This is an optimization exercise on Yosys and OpenROAD, whose aim is small area, a short achievable clock period and few clock cycles, not a production implementation.
At most, simulation tests tie the RTL to the original design; equivalence was not proved.
The RTL of runs 3 to 5 was laid out without a check of its function.
Power figures rest on the tool's default switching activity, not on a simulated workload.

**standard.sh**
```bash
#!/bin/bash
# synth_recipe.tcl (not shown) runs the flow's synth.tcl, then flattens the netlist and writes it again
# the make line also repeats each setting of config.mk as NAME=value (left out here)
make -C /OpenROAD-flow-scripts/flow DESIGN_CONFIG=/design/flow/config.mk WORK_HOME=/design/flow/orfs CLKGATE_MAP_FILE= SYNTH_SCRIPT=/design/flow/synth_recipe.tcl "${@:-finish}"
```
**constraint.sdc**
```tcl
create_clock -name core_clock -period 8.0 [get_ports {clk}]
set_input_delay 1.6000 -clock core_clock [delete_from_list [all_inputs] [get_ports {clk}]]
set_output_delay 1.6000 -clock core_clock [all_outputs]
set_load 0.01 [all_outputs]
```
**design.v**
```verilog
module qr_decode(
    input clk,
    input srstn,
    input qr_decode_start,
    input [15:0] sram_rdata,
    output reg [9:0] sram_raddr,
    output reg decode_valid,
    output [7:0] decode_jis8_code,
    output reg qr_decode_finish
);
localparam S_IDLE = 4'd0, S_SCANA = 4'd1, S_SCANB = 4'd2, S_RIGHT = 4'd3,
           S_BLK = 4'd4, S_RING0 = 4'd5, S_RING1 = 4'd6, S_DEC2 = 4'd7,
           S_PROBE = 4'd8, S_ROT = 4'd9, S_DATA = 4'd10;
localparam [9:0] ADDR0 = {5'd1, 5'd2};
reg [3:0] state, state_n;
reg [9:0] raddr_n;
reg [3:0] bsel, bsel_n;         
reg [3:0] bselL, bselL_n;       
reg oor, oor_n;                 
reg [15:0] SA;
reg [14:0] SB;
wire srch = (state <= 4'd5);
wire [3:0] hA = SA[15:12];       
wire [3:0] hR = SA[11:8];        
wire [3:0] hC = SA[7:4];         
wire [3:0] hC2 = SA[3:0];
reg [3:0] hA_n, hR_n, hC_n, hC2_n;
reg [2:0] cnt, cnt_n;
wire [7:0] colacc = SB[14:7];
wire [7:0] rowacc = {1'b0, SB[6:0]};
reg [7:0] colacc_n, rowacc_n;
reg [6:0] xa, xa_n, ya, ya_n, xb, xb_n;
reg sL, sL_n, sR, sR_n;
reg tl, tl_n;
reg [1:0] rot, rot_n;
reg [2:0] m, m_n;
reg first, first_n;
reg strA, strA_n, strB, strB_n;    
reg [6:0] OX, OX_n, OY, OY_n;      
reg pv1, pv1_n, two1, two1_n, mR1, mR1_n, mL1, mL1_n;
reg [1:0] ft1, ft1_n, tg1, tg1_n;
reg pv, pv_n, two, two_n, mR, mR_n, mL, mL_n;
reg [1:0] ft, ft_n, tg, tg_n;      
wire [4:0] nc = SA[15:11];
wire [4:0] nr = SA[10:6];
wire nh = SA[5];
wire [1:0] late = SA[4:3];
reg [4:0] nc_n, nr_n;
reg nh_n;
reg [1:0] late_n;
wire [8:0] acc = SB[14:6];
wire [2:0] nacc = SA[2:0];
wire [4:0] rem = SB[5:1];
wire gotn = SB[0];
reg [8:0] acc_n;
reg [2:0] nacc_n;
reg [4:0] rem_n;
reg gotn_n, capn, capn_n;
reg valid_n, fin_n;
function [15:0] dec16;
    input [3:0] v;
    dec16 = 16'd1 << v;
endfunction
wire nz = |sram_rdata;
wire pbit = |(sram_rdata & dec16(bsel)) & ~oor;
wire lbit = |(sram_rdata & dec16(bselL));
wire [3:0] wcol = sram_rdata[3:0] | sram_rdata[7:4] | sram_rdata[11:8] | sram_rdata[15:12];
wire [3:0] wrow = {|sram_rdata[15:12], |sram_rdata[11:8], |sram_rdata[7:4], |sram_rdata[3:0]};
reg rt, rt_n;
assign decode_jis8_code = acc[7:0];
wire [8:0] accb = rt ? {8'd0, acc[8]} : acc;
function [2:0] ffs8;   
    input [7:0] v;
    casez (v)
        8'b???????1: ffs8 = 3'd0;
        8'b??????10: ffs8 = 3'd1;
        8'b?????100: ffs8 = 3'd2;
        8'b????1000: ffs8 = 3'd3;
        8'b???10000: ffs8 = 3'd4;
        8'b??100000: ffs8 = 3'd5;
        8'b?1000000: ffs8 = 3'd6;
        default:     ffs8 = 3'd7;
    endcase
endfunction
function [2:0] fls8;   
    input [7:0] v;
    casez (v)
        8'b1???????: fls8 = 3'd7;
        8'b01??????: fls8 = 3'd6;
        8'b001?????: fls8 = 3'd5;
        8'b0001????: fls8 = 3'd4;
        8'b00001???: fls8 = 3'd3;
        8'b000001??: fls8 = 3'd2;
        8'b0000001?: fls8 = 3'd1;
        default:     fls8 = 3'd0;
    endcase
endfunction
function [1:0] mod3;
    input [4:0] v;
    case (v)
        5'd0, 5'd3, 5'd6, 5'd9, 5'd12, 5'd15, 5'd18, 5'd21, 5'd24, 5'd27, 5'd30: mod3 = 2'd0;
        5'd1, 5'd4, 5'd7, 5'd10, 5'd13, 5'd16, 5'd19, 5'd22, 5'd25, 5'd28, 5'd31: mod3 = 2'd1;
        default: mod3 = 2'd2;
    endcase
endfunction
function div3odd;      
    input [4:0] v;
    case (v)
        5'd3, 5'd4, 5'd5, 5'd9, 5'd10, 5'd11, 5'd15, 5'd16, 5'd17,
        5'd21, 5'd22, 5'd23, 5'd27, 5'd28, 5'd29: div3odd = 1'b1;
        default: div3odd = 1'b0;
    endcase
endfunction
function mbit;
    input [2:0] mk;
    input [4:0] r, c;
    reg [1:0] r3, c3;
    reg z3, o3, s3, rc2;
    begin
        r3 = mod3(r);
        c3 = mod3(c);
        z3 = (r3 == 2'd0) || (c3 == 2'd0);
        o3 = (r3 == c3) && !z3;
        s3 = (r3 == 2'd0 && c3 == 2'd0) || (r3[0] && c3[1]) || (r3[1] && c3[0]);
        rc2 = r[0] & c[0];
        case (mk)
            3'd0: mbit = ~(r[0] ^ c[0]);
            3'd1: mbit = ~r[0];
            3'd2: mbit = (c3 == 2'd0);
            3'd3: mbit = s3;
            3'd4: mbit = ~(r[1] ^ div3odd(c));
            3'd5: mbit = ~rc2 & z3;
            3'd6: mbit = ~(rc2 ^ o3);
            default: mbit = ~((r[0] ^ c[0]) ^ o3);
        endcase
    end
endfunction
wire [2:0] fcol = ffs8(colacc);
wire [2:0] lcol = fls8(colacc);
wire [2:0] frow = ffs8(rowacc);
wire [4:0] hRm1 = {hR, 1'b0} - 5'd1;
wire [4:0] hCm1 = {hC, 1'b0} - 5'd1;
wire [6:0] xL_c = {hCm1, 2'b00} + {4'd0, fcol};
wire [6:0] yB_c = {hRm1, 2'b00} + {4'd0, frow};
wire [6:0] xR_c = {hC2, 3'b000} + {4'd0, lcol};
wire [6:0] xR1 = xR_c - 7'd1;
wire [6:0] yB1 = yB_c + 7'd1;
wire [2:0] yLo = {ya[2] ^ hRm1[0], ya[1:0]};
wire [6:0] y0_c = (yLo < frow) ? ya : yB_c;
wire [4:0] c1 = {hA, 1'b0};
wire [4:0] wlo = (c1 <= 5'd14) ? 5'd2 : c1 - 5'd12;
wire [4:0] whi = (c1 >= 5'd18) ? 5'd30 : c1 + 5'd12;
wire [4:0] arow = sram_raddr[9:5];
wire [4:0] acol = sram_raddr[4:0];
wire [4:0] cst = (acol == 5'd30) ? 5'd2 : acol - 5'd18;
wire [9:0] sa_miss = (acol >= 5'd21) ? {arow + 5'd1, cst} : {arow, acol + 5'd10};
wire [4:0] sbrow = (arow <= 5'd7) ? 5'd2 : arow - 5'd5 + {4'd0, ~arow[0]};
wire [9:0] sa_hit = {sbrow, (acol <= 5'd14) ? 5'd2 : acol - 5'd12};
wire [9:0] sb_miss = (acol == whi) ? {arow + 5'd2, wlo} : {arow, acol + 5'd2};
wire [9:0] sb_hit = (acol == 5'd30) ? {arow - 5'd1, 5'd29}
                                    : {arow, (acol >= 5'd18) ? 5'd30 : acol + 5'd12};
wire rdone = (acol[4:1] == hC + 4'd1);
wire [9:0] blk0 = {hRm1, hCm1};
wire [9:0] rt_miss = {arow, acol - 5'd2};
reg [4:0] ncR, nrr;
always @(*) begin
    ncR = nc;
    nrr = nr;
    if (~nc[1]) begin           
        if (nr == 5'd9 && (nc == 5'd24 || nc == 5'd20)) begin
            ncR = nc - 5'd2; nrr = 5'd9;
        end else if (nr == 5'd0) begin
            ncR = nc - 5'd2; nrr = 5'd0;
        end else if (nc == 5'd20 && nr == 5'd21)
            nrr = 5'd15;
        else if (nr == 5'd7)
            nrr = 5'd5;
        else
            nrr = nr - 5'd1;
    end else begin              
        if (nr == 5'd24) begin
            ncR = nc - 5'd2; nrr = 5'd24;
        end else if (nc == 5'd18 && nr == 5'd15)
            nrr = 5'd21;
        else if (nc == 5'd14 && nr == 5'd5)
            nrr = 5'd7;
        else
            nrr = nr + 5'd1;
    end
end
wire lonext = (nc == 5'd16) && (nr >= 5'd17) && (nr <= 5'd21);
wire [1:0] svv = sL ? 2'd2 : 2'd1;    
wire fmt = (nc <= 5'd4);
wire nstr = nc[1] ? strB : strA;
wire [4:0] mc = (nh && !fmt) ? nc - 5'd1 : nc;
wire [4:0] ax = rot[0] ? nr : mc;
wire [4:0] ay = rot[0] ? mc : nr;
wire negx = rot[0] ^ rot[1];
wire negy = rot[1];
wire [5:0] vx = sL ? {ax, 1'b0} : {1'b0, ax};
wire [5:0] vy = sL ? {ay, 1'b0} : {1'b0, ay};
wire [6:0] mOX = negx ? ~{1'b0, vx} : {1'b0, vx};
wire [6:0] mOY = negy ? ~{1'b0, vy} : {1'b0, vy};
wire [6:0] pbase = rot[0] ? ya : xa;
wire oc = sL & (pbase[1:0] == (rot[1] ? 2'd3 : 2'd1));
wire [6:0] k24 = sL ? 7'd48 : 7'd24;
wire [6:0] Ox = xa + (negx ? k24 : 7'd0) + {6'd0, oc & ~rot[0]};
wire [6:0] Oy = ya + (negy ? k24 : 7'd0) + {6'd0, oc & rot[0]};
wire [1:0] plow = pbase[1:0] + {1'b0, oc};
wire [1:0] plowB = sL ? plow : plow + 2'd2;
wire fA = rot[1] ? ({1'b0, plow} + {1'b0, svv}) > 3'd3 : plow < svv;
wire fB = rot[1] ? ({1'b0, plowB} + {1'b0, svv}) > 3'd3 : plowB < svv;
reg [1:0] cR3, cL3;
reg cRd, cLd;
always @(*) begin
    case (nc[4:1])
        4'd12: begin cR3 = 2'd0; cRd = 1'b0; cL3 = 2'd2; cLd = 1'b1; end    
        4'd11: begin cR3 = 2'd1; cRd = 1'b1; cL3 = 2'd0; cLd = 1'b1; end    
        4'd10: begin cR3 = 2'd2; cRd = 1'b0; cL3 = 2'd1; cLd = 1'b0; end    
        4'd9:  begin cR3 = 2'd0; cRd = 1'b0; cL3 = 2'd2; cLd = 1'b1; end    
        4'd8:  begin cR3 = 2'd1; cRd = 1'b1; cL3 = 2'd0; cLd = 1'b1; end    
        4'd7:  begin cR3 = 2'd2; cRd = 1'b0; cL3 = 2'd1; cLd = 1'b0; end    
        default: begin cR3 = 2'd0; cRd = 1'b0; cL3 = 2'd2; cLd = 1'b1; end  
    endcase
end
wire [1:0] r3 = mod3(nr);
wire zR = (r3 == 2'd0) || (cR3 == 2'd0);
wire zL = (r3 == 2'd0) || (cL3 == 2'd0);
wire oR = (r3 == cR3) && !zR;
wire oL = (r3 == cL3) && !zL;
wire sR3 = (r3 == 2'd0 && cR3 == 2'd0) || (r3[0] && cR3[1]) || (r3[1] && cR3[0]);
wire sL3 = (r3 == 2'd0 && cL3 == 2'd0) || (r3[0] && cL3[1]) || (r3[1] && cL3[0]);
reg mRc, mLc;
always @(*) begin
    case (m)     
        3'd0: begin mRc = ~nr[0];             mLc = nr[0]; end
        3'd1: begin mRc = ~nr[0];             mLc = ~nr[0]; end
        3'd2: begin mRc = (cR3 == 2'd0);      mLc = (cL3 == 2'd0); end
        3'd3: begin mRc = sR3;                mLc = sL3; end
        3'd4: begin mRc = ~(nr[1] ^ cRd);     mLc = ~(nr[1] ^ cLd); end
        3'd5: begin mRc = zR;                 mLc = ~nr[0] & zL; end
        3'd6: begin mRc = ~oR;                mLc = ~(nr[0] ^ oL); end
        default: begin mRc = ~(nr[0] ^ oR);   mLc = nr[0] ^ oL; end
    endcase
end
wire cinx = (state == S_DATA) & negx;
wire ciny = (state == S_DATA) & negy;
wire bsx = (state == S_DEC2 && !tl) || (state == S_PROBE && tl);
wire [8:0] px = {2'b00, bsx ? xb : xa} + {{2{OX[6]}}, OX} + {8'd0, cinx};
wire spaneq = (px[7:0] == {1'b0, xb});
wire [8:0] py = {2'b00, ya} + {{2{OY[6]}}, OY} + {8'd0, ciny};
reg [1:0] lx, ly;
always @(*) begin
    lx = px[1:0];
    ly = py[1:0];
    case (rot)
        2'd0: lx = px[1:0] - svv;
        2'd2: lx = px[1:0] + svv;
        2'd1: ly = py[1:0] - svv;
        default: ly = py[1:0] + svv;
    endcase
end
reg mRl, mLl;
always @(*) begin
    case (tg)
        2'd1: begin mRl = mbit(m, 5'd22, 5'd24); mLl = mbit(m, 5'd22, 5'd23); end
        2'd2: begin mRl = mbit(m, 5'd21, 5'd24); mLl = mbit(m, 5'd21, 5'd23); end
        2'd3: begin mRl = mbit(m, 5'd22, 5'd23); mLl = 1'b0; end
        default: begin mRl = mR; mLl = mL; end
    endcase
end
reg b1, b2;
reg [3:0] tot;
reg [8:0] accs;
reg stage2, issue;
always @(*) begin
    state_n = state;
    raddr_n = {py[6:2], px[6:2]};
    bsel_n = {py[1:0], px[1:0]};
    bselL_n = {ly, lx};
    oor_n = (px[8:7] != 2'b00) || (py[8:7] != 2'b00);
    hA_n = hA; hR_n = hR; hC_n = hC; hC2_n = hC2;
    cnt_n = cnt;
    colacc_n = ((cnt == 3'd0 || cnt == 3'd4) ? 8'd0 : colacc) | (cnt[0] ? {wcol, 4'd0} : {4'd0, wcol});
    rowacc_n = ((cnt == 3'd0 || cnt == 3'd4) ? 8'd0 : rowacc) | (cnt[1] ? {wrow, 4'd0} : {4'd0, wrow});
    xa_n = xa; ya_n = ya; xb_n = xb;
    sL_n = sL; sR_n = sR; tl_n = tl;
    rot_n = rot; m_n = m; first_n = 1'b0;
    strA_n = strA; strB_n = strB;
    OX_n = mOX; OY_n = mOY;
    pv1_n = 1'b0;
    two1_n = !fmt && !nh && !nstr;
    ft1_n = !fmt ? 2'd0 : (nc == 5'd4) ? 2'd1 : (nc == 5'd3) ? 2'd2 : 2'd3;
    mR1_n = nh ? mLc : mRc;
    mL1_n = mLc;
    tg1_n = (late == 2'd0) ? 2'd0 : nh ? 2'd3 : (nr == 5'd22) ? 2'd1 : 2'd2;
    pv_n = 1'b0; two_n = two1; ft_n = ft1; mR_n = mR1; mL_n = mL1; tg_n = tg1;
    late_n = (late != 2'd0) ? late - 2'd1 : 2'd0;
    nc_n = ncR; nr_n = nrr; nh_n = lonext;
    if (fmt) begin
        nr_n = nr; nh_n = 1'b0;
        if (nc == 5'd2) begin
            nc_n = 5'd24; nr_n = 5'd22;
            late_n = 2'd2;
        end else
            nc_n = nc - 5'd1;
    end else if (!nh && nstr) begin
        nc_n = nc; nr_n = nr; nh_n = 1'b1;
    end
    acc_n = acc; rt_n = rt; nacc_n = nacc; rem_n = rem; gotn_n = gotn; capn_n = 1'b0;
    valid_n = 1'b0; fin_n = 1'b0;
    b1 = 1'b0; b2 = 1'b0; tot = 4'd0; accs = acc;
    stage2 = 1'b0; issue = 1'b0;
    case (state)
    S_IDLE, S_SCANA: begin
        if (state == S_SCANA || qr_decode_start) begin
            hA_n = acol[4:1];
            state_n = S_SCANA;
            raddr_n = sa_miss;
        end
    end
    S_SCANB: begin
        hR_n = arow[4:1];
        hC_n = acol[4:1];
        hC2_n = 4'd15;
        cnt_n = 3'd0;
        raddr_n = sb_miss;
    end
    S_RIGHT: begin
        hC2_n = nz ? acol[4:1] : hC;
        cnt_n = 3'd0;
        if (rdone)
            state_n = S_BLK;
        raddr_n = rdone ? blk0 : rt_miss;
    end
    S_BLK: begin
        cnt_n = cnt + 3'd1;
        if (cnt == 3'd4) begin
            xa_n = xL_c;
            ya_n = yB_c;
        end
        case (cnt)
            3'd0: raddr_n = {hRm1, hC, 1'b0};
            3'd1: raddr_n = {hR, 1'b0, hCm1};
            3'd2: raddr_n = {hR, 1'b0, hC, 1'b0};
            3'd3: raddr_n = {hRm1, hC2, 1'b0};
            3'd4: raddr_n = {hRm1, hC2, 1'b1};
            3'd5: raddr_n = {hR, 1'b0, hC2, 1'b0};
            3'd6: begin
                raddr_n = {hR, 1'b0, hC2, 1'b1};
                OX_n = 7'd1;
                OY_n = 7'd1;
            end
            default: begin
                stage2 = 1'b1;
                state_n = S_RING0;
            end
        endcase
    end
    S_RING0: begin
        sL_n = pbit;
        xb_n = xR_c;
        ya_n = y0_c;
        OX_n = pbit ? 7'd49 : 7'd24;
        raddr_n = {yB1[6:2], xR1[6:2]};
        bsel_n = {yB1[1:0], xR1[1:0]};
        oor_n = 1'b0;
        state_n = S_RING1;
    end
    S_RING1: begin
        state_n = S_DEC2;
        sR_n = pbit;
        if (pbit == sL && spaneq) begin
            cnt_n = 3'd0;
            tl_n = 1'b1;
            OX_n = sL ? 7'd10 : 7'd5;      
            OY_n = sL ? 7'd40 : 7'd20;
        end else if (sL & ~pbit) begin
            tl_n = 1'b1;
            cnt_n = 3'd4;
            OX_n = 7'd49;
            OY_n = 7'd49;
        end else begin
            tl_n = 1'b0;
            cnt_n = 3'd4;
            sL_n = pbit;
            sR_n = sL;
            OX_n = pbit ? 7'h4F : 7'h68;       
            OY_n = pbit ? 7'd49 : 7'd24;
        end
    end
    S_DEC2: begin
        stage2 = 1'b1;
        if (cnt[2]) begin
            state_n = S_PROBE;
            OX_n = 7'h68;                       
            if (!tl) begin
                xa_n = px[6:0];
                xb_n = xa;
            end
        end else begin
            state_n = S_ROT;
            OX_n = sL ? 7'd38 : 7'd19;     
            OY_n = sL ? 7'd40 : 7'd20;
        end
    end
    S_PROBE: begin
        if (pbit)
            rot_n = tl ? 2'd3 : 2'd2;
        else begin
            rot_n = tl ? 2'd2 : 2'd3;
            xa_n = tl ? px[6:0] : xb;
            sL_n = sR;
        end
        state_n = S_DATA;
    end
    S_ROT: begin
        cnt_n = cnt + 3'd1;
        stage2 = 1'b1;
        OX_n = sL ? 7'd10 : 7'd5;          
        OY_n = sL ? 7'd8 : 7'd4;
        rot_n = (cnt == 3'd0) ? 2'd1 : (cnt == 3'd1) ? 2'd0 : {1'b1, ~pbit};
        state_n = (cnt == 3'd2) ? S_DATA : S_ROT;    
    end
    S_DATA: begin
        stage2 = 1'b1;
        issue = 1'b1;
        if (first) begin
            xa_n = Ox;
            ya_n = Oy;
            strA_n = fA;
            strB_n = fB;
        end
        if (pv) begin
            b1 = pbit;
            b2 = lbit;
            if (ft == 2'd1) begin
                m_n[0] = ~b1;
            end else if (ft == 2'd2) begin
                m_n[1] = b1;
            end else if (ft == 2'd3) begin
                m_n[2] = ~b1;
            end else begin
                b1 = b1 ^ mRl;
                b2 = b2 ^ mLl;
                accs = two ? {accb[6:0], b1, b2} : {accb[7:0], b1};
                acc_n = accs;
                rt_n = 1'b0;
                tot = {1'b0, nacc} + (two ? 4'd2 : 4'd1);
                nacc_n = tot[2:0];
                if (tot[3]) begin
                    nacc_n = {2'b00, tot[0]};
                    if (tot[0]) begin
                        acc_n = {accs[0], accs[8:1]};
                        rt_n = 1'b1;
                    end
                    if (!gotn) begin
                        gotn_n = 1'b1;
                        capn_n = 1'b1;
                    end else begin
                        valid_n = 1'b1;
                        rem_n = rem - 5'd1;
                        if (rem == 5'd1) fin_n = 1'b1;
                    end
                end
            end
        end
        if (capn) rem_n = decode_jis8_code[4:0];
        if (fin_n) state_n = S_IDLE;
    end
    default: begin
        state_n = S_IDLE;
        raddr_n = ADDR0;
    end
    endcase
    if (state == S_PROBE || state == S_ROT) begin
        first_n = 1'b1;
        nc_n = 5'd4; nr_n = 5'd8; nh_n = 1'b0; late_n = 2'd0;
        nacc_n = 3'd0; gotn_n = 1'b0; rt_n = 1'b0;
    end
    if (issue)
        pv1_n = 1'b1;
    if (stage2)
        pv_n = pv1;
    if (fin_n || (state == S_IDLE && !qr_decode_start))
        raddr_n = ADDR0;
end
wire scanning = (state == S_SCANA) || (state == S_IDLE && qr_decode_start) ||
                (state == S_SCANB) || (state == S_RIGHT);
wire scanhit = nz & scanning;
wire [9:0] raddr_hit = (state == S_SCANB) ? sb_hit : (state == S_RIGHT) ? blk0 : sa_hit;
wire [3:0] state_hit = (state == S_SCANB) ? ((acol == 5'd30) ? S_BLK : S_RIGHT) :
                       (state == S_RIGHT) ? S_BLK : S_SCANB;
wire rothit = pbit & (state == S_ROT);
always @(posedge clk) begin
    if (~srstn) begin
        state <= S_IDLE;
        sram_raddr <= ADDR0;
    end else begin
        state <= scanhit ? state_hit : rothit ? S_DATA : state_n;
        sram_raddr <= scanhit ? raddr_hit : raddr_n;
    end
end
always @(posedge clk) begin
    if (~srstn) begin
        decode_valid <= 1'b0;
        qr_decode_finish <= 1'b0;
    end else begin
        decode_valid <= valid_n;
        qr_decode_finish <= fin_n;
    end
end
always @(posedge clk) begin
    bsel <= bsel_n; bselL <= bselL_n; oor <= oor_n;
    cnt <= cnt_n;
    SA <= srch ? {hA_n, hR_n, hC_n, hC2_n} : {nc_n, nr_n, nh_n, late_n, nacc_n};
    SB <= srch ? {colacc_n, rowacc_n[6:0]} : {acc_n, rem_n, gotn_n};
    xa <= xa_n; ya <= ya_n; xb <= xb_n;
    sL <= sL_n; sR <= sR_n; tl <= tl_n;
    rot <= rot_n; m <= m_n; first <= first_n;
    strA <= strA_n; strB <= strB_n;
    OX <= OX_n; OY <= OY_n;
    pv1 <= pv1_n; two1 <= two1_n; ft1 <= ft1_n; mR1 <= mR1_n; mL1 <= mL1_n; tg1 <= tg1_n;
    pv <= pv_n; two <= two_n; ft <= ft_n; mR <= mR_n; mL <= mL_n; tg <= tg_n;
    capn <= capn_n; rt <= rt_n;
end
endmodule
```
**config.mk**
```make
export PLATFORM = sky130hd
export DESIGN_NAME = qr_decode
export DESIGN_NICKNAME = qr_decode
export VERILOG_FILES = /design/flow/design.v
export SDC_FILE = /design/flow/constraint.sdc
export NUM_CORES = 8
export LEC_CHECK = 0
export ABC_AREA = 1
export ABC_CLOCK_PERIOD_IN_PS = 3000
export CAP_MARGIN = 20
export CORE_MARGIN = 2
export CORE_UTILIZATION = 40
export SETUP_SLACK_MARGIN = 5
export SLEW_MARGIN = 20
```
**flow/run.sh**
```bash
#!/bin/bash
# Layout flow: the standard flow, except that after the standard synthesis
# the combinational logic is mapped again without the adder cells (half and
# full adders), which are slower and larger here than plain gates. Every
# flip-flop instance of the standard synthesis is kept as it is (blackboxed
# during the remap), so the registers keep their names and cell types.
set -euo pipefail
P=${FLOW_PLATFORM:-sky130hd}
R=orfs/results/$P/qr_decode/base
L=orfs/logs/$P/qr_decode/base
YOSYS=${YOSYS_EXE:-$(command -v yosys || echo "$FLOW_HOME/../tools/install/yosys/bin/yosys")}
LIB=$FLOW_HOME/platforms/$P/lib/sky130_fd_sc_hd__tt_025C_1v80.lib

# 1. standard synthesis
bash standard.sh synth > flow_1_synth.log 2>&1

# 2. remap the combinational logic with the same abc command the synthesis used
cp "$R/1_2_yosys.v" flow_std_netlist.v
ABCLINE=$(grep -m1 '^abc -script' "$L/1_2_yosys.log")
{
  echo "read_liberty -ignore_miss_func $LIB"
  echo "read_verilog flow_std_netlist.v"
  echo "hierarchy -top $FLOW_TOP"
  grep -oE 'sky130_fd_sc_hd__[a-z0-9_]+' flow_std_netlist.v | sort -u | grep -E '__(e?dfx|df|dl|sdf|conb)' | sed 's/^/blackbox /'
  echo "flatten"
  echo "opt_clean"
  echo "$ABCLINE"
  echo "rename -hide w:*.*"
  echo "opt_clean -purge"
  echo "hilomap -singleton -hicell sky130_fd_sc_hd__conb_1 HI -locell sky130_fd_sc_hd__conb_1 LO"
  echo "insbuf -buf sky130_fd_sc_hd__buf_4 A X"
  echo "tee -o flow_remap_stat.txt stat -liberty $LIB"
  echo "write_verilog -noattr -nohex -nodec flow_remapped.v"
} > flow_remap.ys
"$YOSYS" -s flow_remap.ys > flow_2_remap.log 2>&1
# the written netlist, read back against the cell library, must be clean
"$YOSYS" -p "read_liberty -lib $LIB; read_verilog flow_remapped.v; hierarchy -top $FLOW_TOP; check -assert" > flow_2_check.log 2>&1

# the flip-flops must be the standard synthesis's, one for one
grep -oE 'sky130_fd_sc_hd__e?dfx[a-z]*_[0-9]+ [^ ]+' flow_std_netlist.v | sort > flow_ff_std.txt
grep -oE 'sky130_fd_sc_hd__e?dfx[a-z]*_[0-9]+ [^ ]+' flow_remapped.v | sort > flow_ff_new.txt
cmp flow_ff_std.txt flow_ff_new.txt

# 3. the rest of the standard flow from the remapped netlist
cp flow_remapped.v "$R/1_2_yosys.v"
touch "$R/1_2_yosys.v"
bash standard.sh > flow_3_layout.log 2>&1
```
==> metrics.yaml, run 1 <==
pwr:
  power_w: 0.00463
  switchingPower_w: 0.00232
  ir_drop_mv: 0.160
  pwr-share-clk_pct: 17.8
  switching_share_pct: 50.1
  power_density_nw_per_um2: 355
  p_leak_nw: 5.80
  combPwrFrac_pct: 56.6
  intPower_w: 0.00231
  pwr-share-seq_pct: 25.6
die:
  start_util_pct: 40.4
  core_sq_um: 26800
  rows: 60
  die_x_um: 169
  dieArea_sq_um: 28400
  ios: 39
  die_h_um: 169
route:
  antenna_left: 0
  drtIter0Drc: 1343
  dr.pass1.iters: 5
  wl_per_cell_um: 19.9
  drcViolationCount: 0
  vias_per_cell: 5.87
  routed_wl_um: 43300
  vias: 12700
timing:
  max_freq_ghz: 0.331
  hold-worst-slack_ns: 0.320
  worst_pin_slew_ns: 0.766
  hold_violations: 0
  fin_ws_ns: 4.98
  final_max_slew_viol_count: 0
  rsz0062_at_grt: "yes"
  setup_tns_ns: 0
  fin_skew_ns: 0.0146
  final.min_clock_period_ns: 3.02
  relSlewSlack_pct: 48.8
  setup_violations: 0
  min_period_over_period_pct: 37.8
worst_setup_path:
  crit_start: "sram_rdata[15]"
  slowest_stage: "dlygate4sd2_1"
  path_delay_family: "simple AND/OR/NAND/NOR gates"
  required_ns: 8.15
  startpoint_type: "input port"
  path_cells: "dlygate4sd2_1 > inv_1 > o2111ai_1 > nand3b_1 > buf_12 > nand2_2 > inv_2 > or2_4 > nand3_4 > nand2_4 > a21oi_2"
  endpoint_kind: "flip-flop"
  criticalPathCategory: "in -> reg"
  path_buf_inv: 4
  path_depth: 11
  cpPeakStageDelay_ns: 0.29
  worstPathArrival_ns: 3.17
  crit-reg2reg-launch: "cnt[0]"
  path_max_fanout: 8
  rr_worst_depth: 11
synth:
  ys.warnings.count: 1
  avgSynthCellArea_sq_um: 6.26
  syn_inst: 1732
  syn_nets: 1751
  mappedNetlistArea_sq_um: 10800
placed_design:
  place_congestion: 1.00
  dp_hpwl_um: 33000
  place_area_sq_um: 11500
  post-place-ws_ns: 3.53
  port_buffers: 38
clocking:
  ctsHoldBuffers: 0
  cts_tree: "built"
  clk_root_buffer_cell: "clkbuf_16"
  clock_path_buffers: 2
  cts_sinks: 125
  clock_latency_ns: 0.45
  cts_buffers: 17
  htree_levels: 4
  clk_pin_slew_ns: 0.06
global_routing:
  grt_pass1_wl_um: 66600
  grt_max_degree: 27
  antenna_found_initial: 2
  grt_pass1_vias: 11800
  grt.total_usage_pct: 30.1
  overflow: 0
min_path:
  hold_depth: 0
  hp-start: "ft1[0]"
  worstHoldPathType: "reg -> reg"
cells_and_area:
  drive_gt1_share_pct: 15.3
  finish.instance_area_sq_um: 13100
  nFillCells: 2816
  synthToLayoutAreaGrowth_pct: 20.5
  num-nets-final: 1835
job:
  maxCapViolations: 0
outcome:
  status: "timing/DRC/antenna clean"
-- registers in the layout, indices dropped and copies added (netlist names), 7 cells and up --
| register | flops |
|---|---|
| xb | 7 |
| ya | 7 |
| xa | 7 |
| SA | 16 |
| OX | 7 |
| sram_raddr | 10 |
| OY | 7 |
| SB | 15 |
-- final timing paths --
kind,slack [ns],to
worst max-delay path,4.98,sL
worst min-delay path,0.32,ft[0]
worst max register to register,5.11,sram_raddr[3]
worst min register to register,0.32,ft[0]
-- metal layers --
metal	up-vias	wire length [um]	global-route usage [%]
met5	-	0	0
met4	0	1970	14.0
met3	123	3620	5.52
met2	695	19500	48.9
met1	5897	18200	39.1
li1	6031	-	-
-- final cells by class --
| class | count | area (sq um) | share of cell area, % |
|---|---|---|---|
| Antenna cell | 2 | 5.00 | 0.0383 |
| Clock buffer | 24 | 567 | 4.34 |
| Clock inverter | 8 | 62.6 | 0.479 |
| Inverter | 259 | 1000 | 7.70 |
| Multi-Input combinational cell | 1293 | 6780 | 52.0 |
| Sequential cell | 125 | 3190 | 24.4 |
| Tap cell | 341 | 427 | 3.27 |
| Timing Repair Buffer | 120 | 1010 | 7.75 |
-- timing repair --
item,CTS,global route
buffers inserted,37,38
cloned,1,0
setup endpoints to repair,75,54
gates resized for setup,111,96
pin swaps,16,32
-- power by group through the flow --
stage | combinational (W) | sequential [W] | clock [W]
4_1_cts | 0.00240 | 0.00120 | 0.000831
6_report | 0.00262 | 0.00119 | 0.000826
5_1_grt | 0.00286 | 0.00121 | 0.000861
3_3_place_gp | 0.00223 | 0.00124 | 0
3_5_place_dp | 0.00223 | 0.00123 | 0
2_1_floorplan | 0.00168 | 0.00106 | 0
-- cell usage in the layout (no fill, tap or decap), drive strengths merged, types with 8 or more instances in the layout --
cell type        n
dlygate4sd2      8
o2111ai         14
clkinv          13
inv            250
xor2            32
o21ai          180
nand3          125
edfxtp          65
a21oi           97
nor3            36
o211ai          19
a31oi           11
clkdlybuf4s50   11
nor4            17
clkbuf          29
dfxtp           60
o221ai          11
nand2          394
o22ai           16
buf             90
nand4           29
o31ai            8
nor2           240
-- per-stage QoR --
step | std cells | util, %
final | 2172 | 48.7
after global routing | 2170 | 48.7
after CTS | 2132 | 46.9
after detailed placement | 2062 | 42.9
after global placement | 2062 | 42.9
after floorplan | 1732 | -
Testbench counts, summed over its fixed seeds: cycles 38,313.
==> run 2: changes to the inputs <==
--- a/config.mk
+++ b/config.mk
@@ -10,5 +10,7 @@
 export CAP_MARGIN = 20
 export CORE_MARGIN = 2
 export CORE_UTILIZATION = 40
+export PLACE_DENSITY = 0.7
 export SETUP_SLACK_MARGIN = 5
 export SLEW_MARGIN = 20
+export TNS_END_PERCENT = 0
==> metrics.yaml, run 2 <==
timing:
  max_freq_ghz: 0.324
  final_max_slew_viol_count: 0
  relSlewSlack_pct: 37.6
  setup_violations: 0
  rsz0062_at_grt: "yes"
  worst_pin_slew_ns: 0.936
  final.min_clock_period_ns: 3.09
  hold_violations: 0
  setup_tns_ns: 0
  fin_skew_ns: 0.0118
  min_period_over_period_pct: 38.6
worst_setup_path:
  slowest_stage: "clkdlybuf4s50_1"
  path_cells: "clkdlybuf4s50_1"
  criticalPathCategory: "reg -> out"
  required_ns: 6.40
  path_delay_family: "buffers and inverters"
  path_max_fanout: 5
  cpPeakStageDelay_ns: 0.60
  endpoint_kind: "primary output"
  startpoint_type: "flip-flop"
  path_buf_inv: 1
  worstPathArrival_ns: 1.49
synth:
  syn_nets: 1751
  mappedNetlistArea_sq_um: 10800
  avgSynthCellArea_sq_um: 6.26
  ys.warnings.count: 1
  syn_inst: 1732
clocking:
  clk_pin_slew_ns: 0.07
  clock_latency_ns: 0.43
  cts_sinks: 125
  cts_tree: "built"
  clk_root_buffer_cell: "clkbuf_16"
  clock_path_buffers: 2
  cts_buffers: 17
  htree_levels: 4
die:
  dieArea_sq_um: 28400
  start_util_pct: 40.4
  die_x_um: 169
  rows: 60
  die_h_um: 169
  core_sq_um: 26800
  ios: 39
placed_design:
  place_congestion: 1.10
  place_area_sq_um: 11500
  port_buffers: 38
  dp_hpwl_um: 32300
pwr:
  ir_drop_mv: 0.160
  power_density_nw_per_um2: 354
  p_leak_nw: 5.62
cells_and_area:
  reg_top3: "SA x16, SB x15, sram_raddr x10"
  final_util_pct: 47.7
  synthToLayoutAreaGrowth_pct: 18.1
  largest_register_ff_count: 16
  nFillCells: 2735
  num-nets-final: 1829
  finish.instance_area_sq_um: 12800
  layout_common_cells: "369 x nand2_1, 223 x inv_1, 214 x nor2_1"
  drive_gt1_share_pct: 14.2
  final_common_cell: "nand2_1"
  top_register: "SA"
global_routing:
  grt_max_degree: 27
  grt_pass1_wl_um: 64100
  grt_pass1_vias: 11500
  overflow: 0
  grt.total_usage_pct: 29.0
  antenna_found_initial: 1
outcome:
  status: "timing/DRC/antenna clean"
job:
  maxCapViolations: 0
route:
  drcViolationCount: 0
  routed_wl_um: 42500
  drtIter0Drc: 1666
  dr.pass1.iters: 9
  antenna_left: 0
  vias: 12900
  wl_per_cell_um: 19.6
  vias_per_cell: 5.95
min_path:
  worstHoldPathType: "reg -> reg"
[run 2: cell type report]
type,instances,area [sq um],share of cell area (%)
multi-input cells,1293,6700,52.3
flip-flops and latches,125,3170,24.8
inverters,259,1010,7.89
repair buffers,113,917,7.17
well taps,341,427,3.33
clock buffers,17,425,3.32
clock inverters,15,141,1.10
repair inverters,1,5.00,0.0391
diodes,1,2.50,0.0196
[run 2: where the power goes]
| part | leakage, nW | total, W | internal (W) | switching (W) |
|---|---|---|---|---|
| Combinational | 4.25 | 0.00254 | 0.000860 | 0.00168 |
| Clock | 0.275 | 0.000765 | 0.000413 | 0.000352 |
| Sequential | 1.10 | 0.00122 | 0.000926 | 0.000290 |
| Total | 5.62 | 0.00452 | 0.00220 | 0.00233 |
[run 2: path summary, 6_finish.rpt]
kind / start / to / slack [ns] / depth (start not counted)
max: sram_raddr[9] / sram_raddr[9] / 4.91 / 1
min: mR1 / mR / 0.33 / 0
max reg2reg: state[2] / sram_raddr[3] / 5.03 / 11
min reg2reg: mR1 / mR / 0.33 / 0
[run 2: routing by layer]
layer / share of wire [%] / GRT usage (%) / up-vias
li1: - / - / 6002
met1: 42 / 38.7 / 5968
met2: 44 / 46.6 / 778
met3: 9.3 / 4.49 / 129
met4: 4.8 / 12.7 / 2
met5: 0.038 / 0 / -
[run 2: stage by stage]
stage	instances	hold slack (ns)	power, W	setup WS, ns
final	2165	0.326	0.00452	4.91
after global routing	2164	0.330	0.00479	4.82
after CTS	2113	0.324	0.00431	4.82
after detailed placement	2061	0.312	0.00345	3.49
after global placement	2061	0.311	0.00344	3.52
after floorplan	1732	0.310	0.00273	4.86
[run 2: timing repair]
item                       CTS  global route
setup endpoints to repair   78            65
hold buffers                 0             0
pin swaps                   15            23
gates resized for setup     60            92
gates cloned                 0             2
setup buffers               20            49
==> run 3: changes to the inputs <==
--- a/design.v
+++ b/design.v
@@ -281,8 +281,8 @@
     oor_n = (px[8:7] != 2'b00) || (py[8:7] != 2'b00);
     hA_n = hA; hR_n = hR; hC_n = hC; hC2_n = hC2;
     cnt_n = cnt;
-    colacc_n = ((cnt == 3'd0 || cnt == 3'd4) ? 8'd0 : colacc) | (cnt[0] ? {wcol, 4'd0} : {4'd0, wcol});
-    rowacc_n = ((cnt == 3'd0 || cnt == 3'd4) ? 8'd0 : rowacc) | (cnt[1] ? {wrow, 4'd0} : {4'd0, wrow});
+    colacc_n = ((cnt == 3'd4) ? 8'd0 : colacc) | (cnt[0] ? {wcol, 4'd0} : {4'd0, wcol});
+    rowacc_n = ((cnt == 3'd4) ? 8'd0 : rowacc) | (cnt[1] ? {wrow, 4'd0} : {4'd0, wrow});
     xa_n = xa; ya_n = ya; xb_n = xb;
     sL_n = sL; sR_n = sR; tl_n = tl;
     rot_n = rot; m_n = m; first_n = 1'b0;
@@ -320,6 +320,8 @@
         end
     end
     S_SCANB: begin
+        colacc_n = {wcol, 4'd0};
+        rowacc_n = {wrow, 4'd0};
         hR_n = arow[4:1];
         hC_n = acol[4:1];
         hC2_n = 4'd15;
@@ -327,6 +329,8 @@
         raddr_n = sb_miss;
     end
     S_RIGHT: begin
+        colacc_n = colacc;
+        rowacc_n = rowacc;
         hC2_n = nz ? acol[4:1] : hC;
         cnt_n = 3'd0;
         if (rdone)
@@ -342,8 +346,10 @@
         case (cnt)
             3'd0: raddr_n = {hRm1, hC, 1'b0};
             3'd1: raddr_n = {hR, 1'b0, hCm1};
-            3'd2: raddr_n = {hR, 1'b0, hC, 1'b0};
-            3'd3: raddr_n = {hRm1, hC2, 1'b0};
+            3'd2: begin
+                raddr_n = {hRm1, hC2, 1'b0};
+                cnt_n = 3'd4;
+            end
             3'd4: raddr_n = {hRm1, hC2, 1'b1};
             3'd5: raddr_n = {hR, 1'b0, hC2, 1'b0};
             3'd6: begin
--- a/config.mk
+++ b/config.mk
@@ -10,7 +10,5 @@
 export CAP_MARGIN = 20
 export CORE_MARGIN = 2
 export CORE_UTILIZATION = 40
-export PLACE_DENSITY = 0.7
 export SETUP_SLACK_MARGIN = 5
 export SLEW_MARGIN = 20
-export TNS_END_PERCENT = 0
==> metrics.yaml, run 3 <==
pwr:
  pwr-share-seq_pct: 24.6
  pwr-share-clk_pct: 16.5
  combPwrFrac_pct: 58.9
  intPower_w: 0.00242
  power_density_nw_per_um2: 349
  switching_share_pct: 49.8
  p_leak_nw: 6.32
  switchingPower_w: 0.00240
  ir_drop_mv: 0.147
timing:
  setup_violations: 0
  min_period_over_period_pct: 39.2
  fin_ws_ns: 4.86
  worst_pin_slew_ns: 0.822
  relSlewSlack_pct: 44.7
  hold-worst-slack_ns: 0.326
  fin_skew_ns: 0.0154
  final.min_clock_period_ns: 3.14
  rsz0062_at_grt: "yes"
  setup_tns_ns: 0
  hold_violations: 0
  max_freq_ghz: 0.319
  final_max_slew_viol_count: 0
cells_and_area:
  num-nets-final: 1940
  num_antenna_cells: 0
  synthToLayoutAreaGrowth_pct: 25.4
  multi_input_area_sq_um: 7010
  largest_register_ff_count: 16
  layout_common_cells: "406 x nand2_1, 230 x inv_1, 218 x nor2_1"
  reg_top3: "SA x16, SB x15, sram_raddr x10"
  drive_gt1_share_pct: 18.9
  final_common_cell: "nand2_1"
  final_util_pct: 51.2
  top_register: "SA"
  seqCellArea_sq_um: 3190
  nFillCells: 2761
worst_setup_path:
  required_ns: 8.13
  worstPathArrival_ns: 3.27
  endpoint_kind: "flip-flop"
  startpoint_type: "input port"
  path_max_fanout: 7
  criticalPathCategory: "in -> reg"
  rr_worst_depth: 16
  r2r_slack_ns: 5.05
route:
  vias_per_cell: 5.79
  dr.pass1.iters: 5
  wl_per_cell_um: 19.9
  drcViolationCount: 0
  antenna_left: 0
  routed_wl_um: 45200
  vias: 13200
  drtIter0Drc: 1489
placed_design:
  place_congestion: 0.961
  dp_hpwl_um: 34000
  post-place-ws_ns: 3.36
  port_buffers: 38
global_routing:
  grt.total_usage_pct: 30.6
  met2_usage_pct: 48.8
  grt_max_degree: 25
  grt_pass1_wl_um: 67600
  antenna_found_initial: 0
  overflow: 0
  grt.met3_usage_pct: 5.19
  grt_use_met1_pct: 42.0
  grt_pass1_vias: 11900
  grt_most_used_layer: "met2"
die:
  core_sq_um: 27000
  start_util_pct: 40.8
  die_x_um: 170
  dieArea_sq_um: 28900
  ios: 39
  rows: 60
  die_h_um: 170
clocking:
  clock_path_buffers: 2
  clk_pin_slew_ns: 0.06
  ctsHoldBuffers: 0
  htree_levels: 4
  clock_latency_ns: 0.43
  cts_buffers: 17
  clk_root_buffer_cell: "clkbuf_16"
  cts_tree: "built"
  cts_sinks: 125
outcome:
  status: "timing/DRC/antenna clean"
min_path:
  worstHoldPathType: "reg -> reg"
  hold_depth: 0
job:
  maxCapViolations: 0
synth:
  avgSynthCellArea_sq_um: 6.15
  syn_inst: 1790
  ys.warnings.count: 1
  syn_nets: 1809
  mappedNetlistArea_sq_um: 11000
[run 3: worst paths after layout]
path | start | endpoint
min | mR1 | mR
max | sram_rdata[5] | xa[5]
min reg2reg | mR1 | mR
max reg2reg | bsel[1] | sL
[run 3: layout make-up]
cell class,instances,area share (%)
Inverter,273,8.01
Sequential cell,125,23.1
Tap cell,341,3.09
Clock inverter,13,0.907
Clock buffer,19,3.36
Multi-Input combinational cell,1333,50.8
Timing Repair Buffer,171,10.7
[run 3: critical path: stages]
cell and delay [ns]:
buf_2 0.15, inv_12 0.06, nor2_1 0.05, nor4_2 0.27
nand4_1 0.13, nand3b_1 0.15, buf_6 0.13, buf_12 0.11
buf_6 0.11, nor2_4 0.04, a2111oi_4 0.28, buf_6 0.18
[run 3: per-layer routing]
layer | share of wire (%) | up-vias
li1 | - | 6246
met1 | 43 | 6184
met2 | 45 | 663
met3 | 8.9 | 78
met4 | 3.1 | 0
met5 | 0 | -
[run 3: power by group through the flow]
stage | Sequential, W | Clock (W) | Combinational, W
final | 0.00119 | 0.000794 | 0.00284
after global routing | 0.00121 | 0.000827 | 0.00308
after CTS | 0.00119 | 0.000799 | 0.00251
after detailed placement | 0.00122 | 0 | 0.00225
after global placement | 0.00123 | 0 | 0.00224
after floorplan | 0.00105 | 0 | 0.00169
[run 3: per-stage QoR]
stage                     cell area, sq um  cells  power [W]
after global routing                 13800   2275    0.00511
after detailed placement             11700   2121    0.00347
after CTS                            12900   2205    0.00450
after global placement               11700   2121    0.00347
after floorplan                      11100   1790    0.00274
final                                13800   2275    0.00482
[run 3: timing repair]
| action | CTS | global route |
|---|---|---|
| cloned | 1 | 1 |
| buffers inserted | 51 | 69 |
| setup endpoints to repair | 88 | 57 |
| pin swaps | 32 | 45 |
| gates resized for setup | 143 | 109 |
==> run 4: changes to the inputs <==
--- a/config.mk
+++ b/config.mk
@@ -12,3 +12,4 @@
 export CORE_UTILIZATION = 40
 export SETUP_SLACK_MARGIN = 5
 export SLEW_MARGIN = 20
+export TNS_END_PERCENT = 0
==> metrics.yaml, run 4 <==
outcome:
  status: "timing/DRC/antenna clean"
timing:
  relSlewSlack_pct: 39.5
  final_max_slew_viol_count: 0
  rsz0062_at_grt: "yes"
  setup_violations: 0
  fin_skew_ns: 0.00988
  max_freq_ghz: 0.316
  setup_tns_ns: 0
  worst_pin_slew_ns: 0.904
  hold_violations: 0
  min_period_over_period_pct: 39.5
  final.min_clock_period_ns: 3.16
route:
  vias: 12800
  antenna_left: 0
  drtIter0Drc: 1555
  dr.pass1.iters: 5
  wl_per_cell_um: 19.7
  vias_per_cell: 5.80
  drcViolationCount: 0
  routed_wl_um: 43500
clocking:
  clk_pin_slew_ns: 0.07
  cts_tree: "built"
  clock_latency_ns: 0.44
  cts_buffers: 17
  clk_root_buffer_cell: "clkbuf_16"
  cts_sinks: 125
  htree_levels: 4
  clock_path_buffers: 2
global_routing:
  grt_pass1_vias: 11700
  grt.total_usage_pct: 30.0
  overflow: 0
  grt_pass1_wl_um: 66600
  antenna_found_initial: 0
  grt_max_degree: 25
worst_setup_path:
  required_ns: 8.33
  cpPeakStageDelay_ns: 0.35
  endpoint_kind: "flip-flop"
  worstPathArrival_ns: 3.49
  path_buf_inv: 6
  path_common_cell: "buf_6"
  path_max_fanout: 6
  criticalPathCategory: "in -> reg"
  startpoint_type: "input port"
  path_delay_family: "simple AND/OR/NAND/NOR gates"
  slowest_stage: "nor4_4"
  path_cells: "buf_4 > inv_12 > nand4_1 > nor4_4 > buf_6 > buf_6 > clkinvlp_4 > o31ai_4 > nor2_4 > inv_2 > a21oi_2 > nand3_1 > nand2_1"
pwr:
  ir_drop_mv: 0.147
  power_w: 0.00451
  p_leak_nw: 5.86
  power_density_nw_per_um2: 350
cells_and_area:
  layout_common_cells: "411 x nand2_1, 235 x inv_1, 230 x nor2_1"
  top_register: "SA"
  final_common_cell: "nand2_1"
  synthToLayoutAreaGrowth_pct: 17.1
  num-nets-final: 1876
  stdcell_count: 2211
  reg_top3: "SA x16, SB x15, sram_raddr x10"
  num_antenna_cells: 0
  largest_register_ff_count: 16
  drive_gt1_share_pct: 13.0
die:
  ios: 39
  die_h_um: 170
  dieArea_sq_um: 28900
  rows: 60
  start_util_pct: 40.8
  core_sq_um: 27000
  die_x_um: 170
synth:
  syn_inst: 1790
  syn_nets: 1809
  ys.warnings.count: 1
  mappedNetlistArea_sq_um: 11000
  avgSynthCellArea_sq_um: 6.15
placed_design:
  port_buffers: 38
  dp.cells: 2117
  dp_hpwl_um: 33500
  place_congestion: 1.01
min_path:
  worstHoldPathType: "reg -> reg"
job:
  maxCapViolations: 0
==> run 4: layout make-up <==
cell class | instances | area (sq um)
Sequential cell | 125 | 3170
Clock buffer | 17 | 425
Tap cell | 341 | 427
Multi-Input combinational cell | 1333 | 6760
Timing Repair Buffer | 107 | 876
Clock inverter | 15 | 164
Fill cell | 2840 | 14100
Inverter | 273 | 1070
==> run 4: per-layer routing <==
layer	up-vias	track usage [%]	routed length, um
met5	-	0	0
met4	0	10.8	1530
met3	87	5.07	3800
met2	649	47.6	19100
met1	5970	41.3	19000
li1	6114	-	-
==> run 4: path summary, 6_finish.rpt <==
check                     start       endpoint  slack [ns]  cells after the start
setup reg to reg       state[1]  sram_raddr[6]        4.94                     12
hold / removal           tg1[0]          tg[0]        0.32                      0
setup / recovery  sram_rdata[5]  sram_raddr[8]        4.84                     13
hold reg to reg          tg1[0]          tg[0]        0.32                      0
==> run 4: through the flow <==
stage               hold WS [ns]  setup WS, ns  area, sq um  utilization (%)
CTS                        0.322          4.76        12500             46.4
floorplan                  0.310          4.78        11100                -
global placement           0.311          3.49        11600             43.2
finish                     0.323          4.84        12900             47.8
detailed placement         0.312          3.45        11600             43.2
global route               0.332          4.77        12900             47.8
==> run 4: timing repair <==
item / CTS / global route
cloned: 0 / 0
pin swaps: 17 / 27
endpoints found under the setup margin: 80 / 83
hold buffers: 0 / 0
endpoints found under the hold margin: 0 / 0
setup buffers: 24 / 38
resized for setup: 50 / 71
==> run 4: report_power, final <==
group | switching (W) | internal [W] | leakage (nW) | total (W)
logic | 0.00167 | 0.000836 | 4.48 | 0.00250
registers | 0.000267 | 0.000927 | 1.09 | 0.00119
clock network | 0.000368 | 0.000447 | 0.292 | 0.000815
==> run 5: changes to the inputs <==
--- a/config.mk
+++ b/config.mk
@@ -12,4 +12,4 @@
 export CORE_UTILIZATION = 40
 export SETUP_SLACK_MARGIN = 5
 export SLEW_MARGIN = 20
-export TNS_END_PERCENT = 0
+export TNS_END_PERCENT = 10
==> metrics.yaml, run 5 <==
cells_and_area:
  num-nets-final: 1922
  final_util_pct: 50.0
  multi_input_area_sq_um: 6980
  largest_register_ff_count: 16
  drive_gt1_share_pct: 16.7
  reg_top3: "SA x16, SB x15, sram_raddr x10"
  layout_common_cells: "403 x nand2_1, 232 x inv_1, 224 x nor2_1"
  top_register: "SA"
  seqCellArea_sq_um: 3170
  synthToLayoutAreaGrowth_pct: 22.3
  num_antenna_cells: 0
  final_common_cell: "nand2_1"
  nFillCells: 2791
pwr:
  power_w: 0.00465
  ir_drop_mv: 0.149
  power_density_nw_per_um2: 346
  p_leak_nw: 6.06
global_routing:
  grt_pass1_wl_um: 66900
  grt.total_usage_pct: 30.2
  met2_usage_pct: 47.6
  grt.met3_usage_pct: 4.98
  grt_use_met1_pct: 41.7
  grt_max_degree: 25
  grt_pass1_vias: 11800
  antenna_found_initial: 0
  grt_most_used_layer: "met2"
  overflow: 0
route:
  dr.pass1.iters: 6
  drtIter0Drc: 1639
  drcViolationCount: 0
  antenna_left: 0
  wl_per_cell_um: 19.9
  vias_per_cell: 5.81
  vias: 13100
  routed_wl_um: 44800
timing:
  relSlewSlack_pct: 39.9
  worst_pin_slew_ns: 0.898
  setup_tns_ns: 0
  final.min_clock_period_ns: 3.15
  final_max_slew_viol_count: 0
  rsz0062_at_grt: "yes"
  fin_skew_ns: 0.0183
  min_period_over_period_pct: 39.4
  max_freq_ghz: 0.317
  setup_violations: 0
  hold_violations: 0
worst_setup_path:
  required_ns: 6.40
  r2r_slack_ns: 4.94
  slowest_stage: "clkdlybuf4s50_1"
  path_buf_inv: 1
  timing.rr.end: "sram_raddr[2]"
  startpoint_type: "flip-flop"
  criticalPathCategory: "reg -> out"
  crit-reg2reg-launch: "state[2]"
  cpPeakStageDelay_ns: 0.60
  worstPathArrival_ns: 1.55
  endpoint_kind: "primary output"
  rr_worst_depth: 9
  path_delay_family: "buffers and inverters"
  path_max_fanout: 7
  path_cells: "clkdlybuf4s50_1"
placed_design:
  place_congestion: 1.01
  dp_hpwl_um: 33500
  port_buffers: 38
clocking:
  cts_buffers: 17
  cts_tree: "built"
  clk_root_buffer_cell: "clkbuf_16"
  ctsHoldBuffers: 0
  cts_sinks: 125
  clk_pin_slew_ns: 0.07
  clock_path_buffers: 2
  clock_latency_ns: 0.45
  htree_levels: 4
die:
  start_util_pct: 40.8
  dieArea_sq_um: 28900
  ios: 39
  core_sq_um: 27000
  rows: 60
  die_h_um: 170
  die_x_um: 170
synth:
  mappedNetlistArea_sq_um: 11000
  syn_inst: 1790
  ys.warnings.count: 1
  syn_nets: 1809
  avgSynthCellArea_sq_um: 6.15
min_path:
  hold_depth: 0
  min_to: "tg[0]"
  worstHoldPathType: "reg -> reg"
  hp-start: "tg1[0]"
outcome:
  status: "timing/DRC/antenna clean"
job:
  maxCapViolations: 0
[run 5: worst max-delay path by stage]
stage                          end           from  slack (ns)  depth (start not counted)
3_3_place_gp         sram_raddr[6]  sram_rdata[5]        3.49                         13
5_1_grt        decode_jis8_code[1]          SB[7]        4.81                          1
3_5_place_dp                    sL  sram_rdata[5]        3.45                         11
4_1_cts              sram_raddr[1]  sram_raddr[1]        4.78                          1
2_1_floorplan                xa[0]  sram_rdata[5]        4.78                          8
6_report       decode_jis8_code[4]         SB[10]        4.85                          1
[run 5: per-stage QoR]
| step | hold WS [ns] | setup WS (ns) | cell area [sq um] | std cells |
|---|---|---|---|---|
| after detailed placement | 0.312 | 3.45 | 11600 | 2117 |
| after floorplan | 0.310 | 4.78 | 11100 | 1790 |
| after global placement | 0.311 | 3.49 | 11600 | 2117 |
| after CTS | 0.322 | 4.78 | 12600 | 2183 |
| final | 0.326 | 4.85 | 13500 | 2257 |
| after global routing | 0.332 | 4.81 | 13500 | 2257 |
[run 5: final cells by class]
cell class	count	share of cell area, %
repair buffers	150	9.10
clock inverters	15	1.22
clock buffers	17	3.16
multi-input cells	1336	51.8
flip-flops and latches	125	23.6
well taps	341	3.17
inverters	273	7.96
[run 5: timing repair]
| action | in CTS | in global routing |
|---|---|---|
| gates resized for setup | 104 | 91 |
| gates cloned | 0 | 4 |
| pin swaps | 25 | 26 |
| hold endpoints to repair | 0 | 0 |
| setup buffers | 34 | 70 |
| endpoints found under the setup margin | 80 | 77 |
[run 5: routing by layer]
layer | up-vias | wire [um]
li1 | 6213 | -
met1 | 6080 | 19300
met2 | 712 | 19800
met3 | 102 | 4190
met4 | 0 | 1570
met5 | - | 0
[run 5: power by group]
| group | internal [W] | switching [W] | total, W |
|---|---|---|---|
| Sequential | 0.000928 | 0.000262 | 0.00119 |
| Clock | 0.000446 | 0.000373 | 0.000819 |
| Combinational | 0.000913 | 0.00173 | 0.00265 |
==> run 6: changes to the inputs <==
--- a/design.v
+++ b/design.v
@@ -192,7 +192,7 @@
 wire [1:0] svv = sL ? 2'd2 : 2'd1;    
 wire fmt = (nc <= 5'd4);
 wire nstr = nc[1] ? strB : strA;
-wire [4:0] mc = (nh && !fmt) ? nc - 5'd1 : nc;
+wire [4:0] mc = nh ? nc - 5'd1 : nc;
 wire [4:0] ax = rot[0] ? nr : mc;
 wire [4:0] ay = rot[0] ? mc : nr;
 wire negx = rot[0] ^ rot[1];
@@ -281,16 +281,16 @@
     oor_n = (px[8:7] != 2'b00) || (py[8:7] != 2'b00);
     hA_n = hA; hR_n = hR; hC_n = hC; hC2_n = hC2;
     cnt_n = cnt;
-    colacc_n = ((cnt == 3'd4) ? 8'd0 : colacc) | (cnt[0] ? {wcol, 4'd0} : {4'd0, wcol});
-    rowacc_n = ((cnt == 3'd4) ? 8'd0 : rowacc) | (cnt[1] ? {wrow, 4'd0} : {4'd0, wrow});
+    colacc_n = ((cnt == 3'd0 || cnt == 3'd4) ? 8'd0 : colacc) | (cnt[0] ? {wcol, 4'd0} : {4'd0, wcol});
+    rowacc_n = ((cnt == 3'd0 || cnt == 3'd4) ? 8'd0 : rowacc) | (cnt[1] ? {wrow, 4'd0} : {4'd0, wrow});
     xa_n = xa; ya_n = ya; xb_n = xb;
     sL_n = sL; sR_n = sR; tl_n = tl;
     rot_n = rot; m_n = m; first_n = 1'b0;
     strA_n = strA; strB_n = strB;
     OX_n = mOX; OY_n = mOY;
     pv1_n = 1'b0;
-    two1_n = !fmt && !nh && !nstr;
-    ft1_n = !fmt ? 2'd0 : (nc == 5'd4) ? 2'd1 : (nc == 5'd3) ? 2'd2 : 2'd3;
+    two1_n = (nc != 5'd2) && !nh && !nstr;
+    ft1_n = !fmt ? 2'd0 : (nc == 5'd2) ? 2'd3 : nh ? 2'd2 : 2'd1;
     mR1_n = nh ? mLc : mRc;
     mL1_n = mLc;
     tg1_n = (late == 2'd0) ? 2'd0 : nh ? 2'd3 : (nr == 5'd22) ? 2'd1 : 2'd2;
@@ -299,11 +299,14 @@
     nc_n = ncR; nr_n = nrr; nh_n = lonext;
     if (fmt) begin
         nr_n = nr; nh_n = 1'b0;
-        if (nc == 5'd2) begin
+        if (nc == 5'd2)
+            nc_n = 5'd4;
+        else if (!nh && nstr)
+            nh_n = 1'b1;
+        else begin
             nc_n = 5'd24; nr_n = 5'd22;
             late_n = 2'd2;
-        end else
-            nc_n = nc - 5'd1;
+        end
     end else if (!nh && nstr) begin
         nc_n = nc; nr_n = nr; nh_n = 1'b1;
     end
@@ -320,8 +323,6 @@
         end
     end
     S_SCANB: begin
-        colacc_n = {wcol, 4'd0};
-        rowacc_n = {wrow, 4'd0};
         hR_n = arow[4:1];
         hC_n = acol[4:1];
         hC2_n = 4'd15;
@@ -329,8 +330,6 @@
         raddr_n = sb_miss;
     end
     S_RIGHT: begin
-        colacc_n = colacc;
-        rowacc_n = rowacc;
         hC2_n = nz ? acol[4:1] : hC;
         cnt_n = 3'd0;
         if (rdone)
@@ -346,10 +345,8 @@
         case (cnt)
             3'd0: raddr_n = {hRm1, hC, 1'b0};
             3'd1: raddr_n = {hR, 1'b0, hCm1};
-            3'd2: begin
-                raddr_n = {hRm1, hC2, 1'b0};
-                cnt_n = 3'd4;
-            end
+            3'd2: raddr_n = {hR, 1'b0, hC, 1'b0};
+            3'd3: raddr_n = {hRm1, hC2, 1'b0};
             3'd4: raddr_n = {hRm1, hC2, 1'b1};
             3'd5: raddr_n = {hR, 1'b0, hC2, 1'b0};
             3'd6: begin
@@ -442,6 +439,7 @@
             b2 = lbit;
             if (ft == 2'd1) begin
                 m_n[0] = ~b1;
+                if (two) m_n[1] = b2;
             end else if (ft == 2'd2) begin
                 m_n[1] = b1;
             end else if (ft == 2'd3) begin
@@ -481,7 +479,7 @@
     endcase
     if (state == S_PROBE || state == S_ROT) begin
         first_n = 1'b1;
-        nc_n = 5'd4; nr_n = 5'd8; nh_n = 1'b0; late_n = 2'd0;
+        nc_n = 5'd2; nr_n = 5'd8; nh_n = 1'b0; late_n = 2'd0;
         nacc_n = 3'd0; gotn_n = 1'b0; rt_n = 1'b0;
     end
     if (issue)
--- a/config.mk
+++ b/config.mk
@@ -10,6 +10,7 @@
 export CAP_MARGIN = 20
 export CORE_MARGIN = 2
 export CORE_UTILIZATION = 40
+export PLACE_DENSITY = 0.7
 export SETUP_SLACK_MARGIN = 5
 export SLEW_MARGIN = 20
-export TNS_END_PERCENT = 10
+export TNS_END_PERCENT = 0
==> metrics.yaml, run 6 <==
outcome:
  status: "timing/DRC/antenna clean"
die:
  core_sq_um: 26100
  dieArea_sq_um: 28000
  die_h_um: 167
  rows: 59
  ios: 39
  die_x_um: 167
  start_util_pct: 40.9
clocking:
  htree_levels: 4
  cts_tree: "built"
  cts_buffers: 17
  cts_sinks: 125
  clk_root_buffer_cell: "clkbuf_16"
  clock_latency_ns: 0.43
  clk_pin_slew_ns: 0.07
  ctsHoldBuffers: 0
  clock_path_buffers: 2
route:
  routed_wl_um: 40900
  wl_per_cell_um: 19.1
  antenna_left: 0
  vias_per_cell: 5.90
  vias: 12600
  drtIter0Drc: 1670
  drcViolationCount: 0
  dr.pass1.iters: 6
worst_setup_path:
  startpoint_type: "flip-flop"
  crit-reg2reg-launch: "state[1]"
  timing.rr.end: "sram_raddr[4]"
  cpPeakStageDelay_ns: 0.60
  path_cells: "clkdlybuf4s50_1"
  path_max_fanout: 7
  worstPathArrival_ns: 1.53
  rr_worst_depth: 13
  path_delay_family: "buffers and inverters"
  r2r_slack_ns: 5.01
  endpoint_kind: "primary output"
  required_ns: 6.40
  criticalPathCategory: "reg -> out"
  slowest_stage: "clkdlybuf4s50_1"
  path_buf_inv: 1
job:
  maxCapViolations: 0
min_path:
  worstHoldPathType: "reg -> reg"
  min_to: "two"
  hold_depth: 0
  hp-start: "two1"
timing:
  relSlewSlack_pct: 34.4
  rsz0062_at_grt: "yes"
  final.min_clock_period_ns: 3.13
  fin_skew_ns: 0.0121
  worst_pin_slew_ns: 0.980
  hold_violations: 0
  min_period_over_period_pct: 39.1
  final_max_slew_viol_count: 0
  setup_tns_ns: 0
  max_freq_ghz: 0.319
  setup_violations: 0
placed_design:
  dp.cells: 2040
  port_buffers: 38
  place_congestion: 1.02
  dp_hpwl_um: 31700
cells_and_area:
  nFillCells: 2699
  top_register: "SA"
  reg_top3: "SA x16, SB x15, sram_raddr x10"
  num-nets-final: 1806
  synthToLayoutAreaGrowth_pct: 17.6
  seqCellArea_sq_um: 3170
  largest_register_ff_count: 16
  drive_gt1_share_pct: 12.9
  layout_common_cells: "365 x nand2_1, 223 x inv_1, 213 x nor2_1"
  final_common_cell: "nand2_1"
  stdcell_count: 2136
  multi_input_area_sq_um: 6550
pwr:
  p_leak_nw: 5.55
  ir_drop_mv: 0.152
  power_density_nw_per_um2: 367
synth:
  mappedNetlistArea_sq_um: 10700
  syn_nets: 1727
  avgSynthCellArea_sq_um: 6.26
  syn_inst: 1708
  ys.warnings.count: 1
global_routing:
  grt.total_usage_pct: 28.7
  grt_pass1_vias: 11400
  overflow: 0
  antenna_found_initial: 2
  grt_pass1_wl_um: 63200
  grt_max_degree: 28
==> run 6: how the worst max path moves through the flow <==
stage                         from             to  slack, ns  cells after the start
floorplan           sram_rdata[10]  sram_raddr[7]       4.69                     12
CTS                  sram_raddr[6]  sram_raddr[6]       4.87                      1
detailed placement  sram_rdata[10]  sram_raddr[7]       3.47                     13
finish               sram_raddr[9]  sram_raddr[9]       4.87                      1
global route        sram_rdata[10]  sram_raddr[7]       4.84                     14
global placement    sram_rdata[10]  sram_raddr[7]       3.56                     13
==> run 6: per-layer routing <==
metal / vias to the layer above / global-route usage, % / wire length (um)
li1: 5961 / - / -
met1: 5777 / 40.0 / 17100
met2: 736 / 44.6 / 18000
met3: 124 / 3.85 / 4020
met4: 2 / 12.7 / 1760
met5: - / 0 / 10
==> run 6: what timing repair did <==
| action | CTS | global route |
|---|---|---|
| endpoints found under the setup margin | 85 | 77 |
| gates resized for setup | 73 | 74 |
| pin swaps | 14 | 15 |
| setup buffers | 34 | 29 |
| cloned | 0 | 0 |
==> run 6: area by class of cell <==
| cell class | count | area share (%) |
|---|---|---|
| Antenna cell | 1 | 0.0199 |
| Clock buffer | 19 | 3.64 |
| Clock inverter | 13 | 0.806 |
| Inverter | 263 | 8.35 |
| Multi-Input combinational cell | 1275 | 52.1 |
| Sequential cell | 125 | 25.2 |
| Tap cell | 335 | 3.33 |
| Timing Repair Buffer | 105 | 6.57 |
==> run 6: metrics by stage <==
step | util (%) | area [sq um] | total power (W) | hold slack, ns | setup WS (ns)
2_1_floorplan | - | 10800 | 0.00282 | 0.310 | 4.69
3_3_place_gp | 43.5 | 11400 | 0.00358 | 0.311 | 3.56
3_5_place_dp | 43.5 | 11400 | 0.00358 | 0.312 | 3.47
4_1_cts | 47.0 | 12300 | 0.00446 | 0.328 | 4.87
5_1_grt | 48.1 | 12600 | 0.00491 | 0.335 | 4.84
6_report | 48.1 | 12600 | 0.00461 | 0.326 | 4.87
==> run 6: report_power, final <==
group | leakage, nW | internal [W] | total (W) | switching (W)
logic | 4.17 | 0.000859 | 0.00262 | 0.00176
clock network | 0.279 | 0.000424 | 0.000768 | 0.000343
registers | 1.10 | 0.000945 | 0.00123 | 0.000283
total | 5.55 | 0.00223 | 0.00461 | 0.00239
Testbench counts of run 6, summed over its fixed seeds: cycles 38,111.

==> what the ideal ports hide <==
No port has a modelled driver above. Below, the same layouts with a new extraction and two added sets of constraints.
Step 1, drivers: a clkbuf_16 drives clk and a buf_2 each remaining input, both assumed.
Step 2, shift: input delay + t, output delay - t, t = (earliest + latest rising clock arrival at the registers) / 2. This alone moves slack from input paths to output paths.
Slacks: ideal / step 1 / step 2; pairs: ideal / step 1.
run | t, ns | setup slack, ns | worst data-port slew with drivers (ns) | pins driven straight from the clock port
run 1 | 0.488 | 4.978 / 4.995 / 4.507 | 0.05 | 1
run 2 | 0.475 | 4.910 / 4.862 / 4.513 | 0.04 | 1
run 3 | 0.471 | 4.864 / 4.869 / 4.399 | 0.06 | 1
run 4 | 0.482 | 4.840 / 4.796 / 4.386 | 0.04 | 1
run 5 | 0.489 | 4.845 / 4.794 / 4.496 | 0.04 | 1
run 6 | 0.474 | 4.869 / 4.823 / 4.500 | 0.04 | 1
After both steps setup and hold are still met in every run listed. For run 1, which loses most, drivers alone change the setup slack by +0.017 ns; drivers and shift together by -0.471 ns.
